From an optimization exercise on the open Yosys and OpenROAD flow, aimed at small area and few clock cycles; shortcuts taken in it are not production practice. Where RTL was checked, it was by simulation tests only, not by an equivalence proof against the original.

exp/zinc:
// axi4s_cordic
module axi4s_cordic #(
    parameter MODE = "ROT",       
    parameter integer DW = 12,
    parameter integer PAR = 1,
    parameter integer TDW = ((DW + 7) / 8) * 8
)(
    input  wire clk, resetn,
    input  wire signed [TDW*3*PAR - 1 : 0]  s_axis_tdata,
    input  wire                             s_axis_tlast,
    input  wire                             s_axis_tvalid,
    output wire                             s_axis_tready,
    output logic signed [TDW*3*PAR - 1 : 0] m_axis_tdata,
    output logic                            m_axis_tlast,
    output logic                            m_axis_tvalid,
    input  wire                             m_axis_tready
);
    function automatic [12:0] step0(input [12:0] a, input [12:0] b, input sub);
        logic [12:0] bs;
        logic c, k, sb;
        begin
            bs = b;
            c = sub;
            for (int j = 0; j < 13; j++) begin
                bs[j] = b[j + 0] ^ sub;
                step0[j] = a[j] ^ bs[j] ^ c;
                c = (a[j] & bs[j]) | (c & (a[j] ^ bs[j]));
            end
        end
    endfunction
    function automatic [12:0] step1(input [12:0] a, input [12:0] b, input sub);
        logic [12:0] bs;
        logic c, k, sb;
        begin
            bs = b;
            c = sub;
            for (int j = 0; j < 13; j++) begin
                bs[j] = ((j + 1 < 13) ? b[j + 1] : b[12]) ^ sub;
                step1[j] = a[j] ^ bs[j] ^ c;
                c = (a[j] & bs[j]) | (c & (a[j] ^ bs[j]));
            end
        end
    endfunction
    function automatic [12:0] step2(input [12:0] a, input [12:0] b, input sub);
        logic [12:0] bs;
        logic c, k, sb;
        begin
            bs = b;
            c = sub;
            for (int j = 0; j < 11; j++) begin
                bs[j] = b[j + 2] ^ sub;
  ...
For scale: ~1800 cells after synthesis, ~210 flip-flops, ~100 I/O pins.
Settings: LEC_CHECK=0, ABC_AREA=1, CAP_MARGIN=20, CORE_MARGIN=2, CORE_UTILIZATION=40, CTS_CLUSTER_DIAMETER=80, CTS_CLUSTER_SIZE=40, SLEW_MARGIN=20; clock period 8.0 ns.
run.sh (not shown) runs the stock make flow with config.mk's settings and CLKGATE_MAP_FILE= SYNTH_SCRIPT=/design/flow/synth_recipe.tcl, a recipe that flattens the netlist after the stock synthesis.
[inputs] exp/delta vs exp/zinc
diff --git a/flow/design.v b/flow/design.v
--- a/flow/design.v
+++ b/flow/design.v
@@ -63,19 +63,25 @@
     endfunction
     function automatic [12:0] step3(input [12:0] a, input [12:0] b, input sub);
         logic [12:0] bs;
         logic c, k, sb;
         begin
             bs = b;
             c = sub;
-            for (int j = 0; j < 13; j++) begin
-                bs[j] = ((j + 3 < 13) ? b[j + 3] : b[12]) ^ sub;
+            for (int j = 0; j < 10; j++) begin
+                bs[j] = b[j + 3] ^ sub;
                 step3[j] = a[j] ^ bs[j] ^ c;
                 c = (a[j] & bs[j]) | (c & (a[j] ^ bs[j]));
             end
+            sb = b[12] ^ sub;
+            k = c ^ sb;
+            for (int j = 10; j < 13; j++) begin
+                step3[j] = a[j] ^ k;
+                k = k & (a[j] ^ sb);
+            end
         end
     endfunction
     function automatic [12:0] step4(input [12:0] a, input [12:0] b, input sub);
         logic [12:0] bs;
         logic c, k, sb;
         begin
             bs = b;
@@ -95,19 +101,25 @@
     endfunction
     function automatic [12:0] step5(input [12:0] a, input [12:0] b, input sub);
         logic [12:0] bs;
         logic c, k, sb;
         begin
             bs = b;
             c = sub;
-            for (int j = 0; j < 13; j++) begin
-                bs[j] = ((j + 5 < 13) ? b[j + 5] : b[12]) ^ sub;
+            for (int j = 0; j < 8; j++) begin
+                bs[j] = b[j + 5] ^ sub;
                 step5[j] = a[j] ^ bs[j] ^ c;
                 c = (a[j] & bs[j]) | (c & (a[j] ^ bs[j]));
             end
+            sb = b[12] ^ sub;
+            k = c ^ sb;
+            for (int j = 8; j < 13; j++) begin
+                step5[j] = a[j] ^ k;
+                k = k & (a[j] ^ sb);
+            end
         end
     endfunction
     function automatic [12:0] step6(input [12:0] a, input [12:0] b, input sub);
         logic [12:0] bs;
         logic c, k, sb;
         begin
             bs = b;
Findings:
- Changes observed in exp/delta relative to exp/zinc: worst-case setup margin in the final layout saw an increase, post-synthesis instance area saw an increase, largest net degree at the start of global routing saw a decrease.
- [compare] base=exp/zinc new=exp/delta: fraction of area in clock buffers and inverters saw little to no change, footprint of the multi-input gates rose by about 0.43%, met1 routing resource usage after global routing increased 0.52 points.
- The routed via count of exp/delta exceeds that of exp/zinc by about 0.9%.
- The synthesized flop and latch total on exp/delta is in line with that on exp/zinc.
Testbench counts of exp/delta, summed over its fixed seeds: cycles 12,048.
Function not checked in exp/zinc: the RTL went through the layout flow alone.

==> afterwards: timing with drivers on the ports <==
How much do the figures lean on ideal ports? The routed layouts below were timed once more, with nothing changed but the port constraints.
Step 1 assumes that a clkbuf_16 drives the clock port and a buf_2 every other input.
Step 2 also shifts input and output timing later by t, the mid clock arrival at the registers, as if the neighbouring blocks saw the same clock.
a / b / c = no drivers / after step 1 / after step 2; a / b = the first two.
| run | t (ns) | setup WS [ns] | hold WS [ns] | slew at the worst register clock pin (ns) | worst data-port slew with drivers (ns) |
|---|---|---|---|---|---|
| exp/zinc | 0.557 | 0.360 / 0.360 / 0.082 | 0.417 / 0.417 / 0.417 | 0.08 / 0.08 | 0.04 |
| exp/delta | 0.550 | 0.465 / 0.420 / 0.138 | 0.419 / 0.419 / 0.419 | 0.09 / 0.09 | 0.04 |
After both steps every run listed still meets setup and hold. For exp/delta, which loses most, drivers alone change the setup slack by -0.045 ns; drivers and shift together by -0.327 ns.
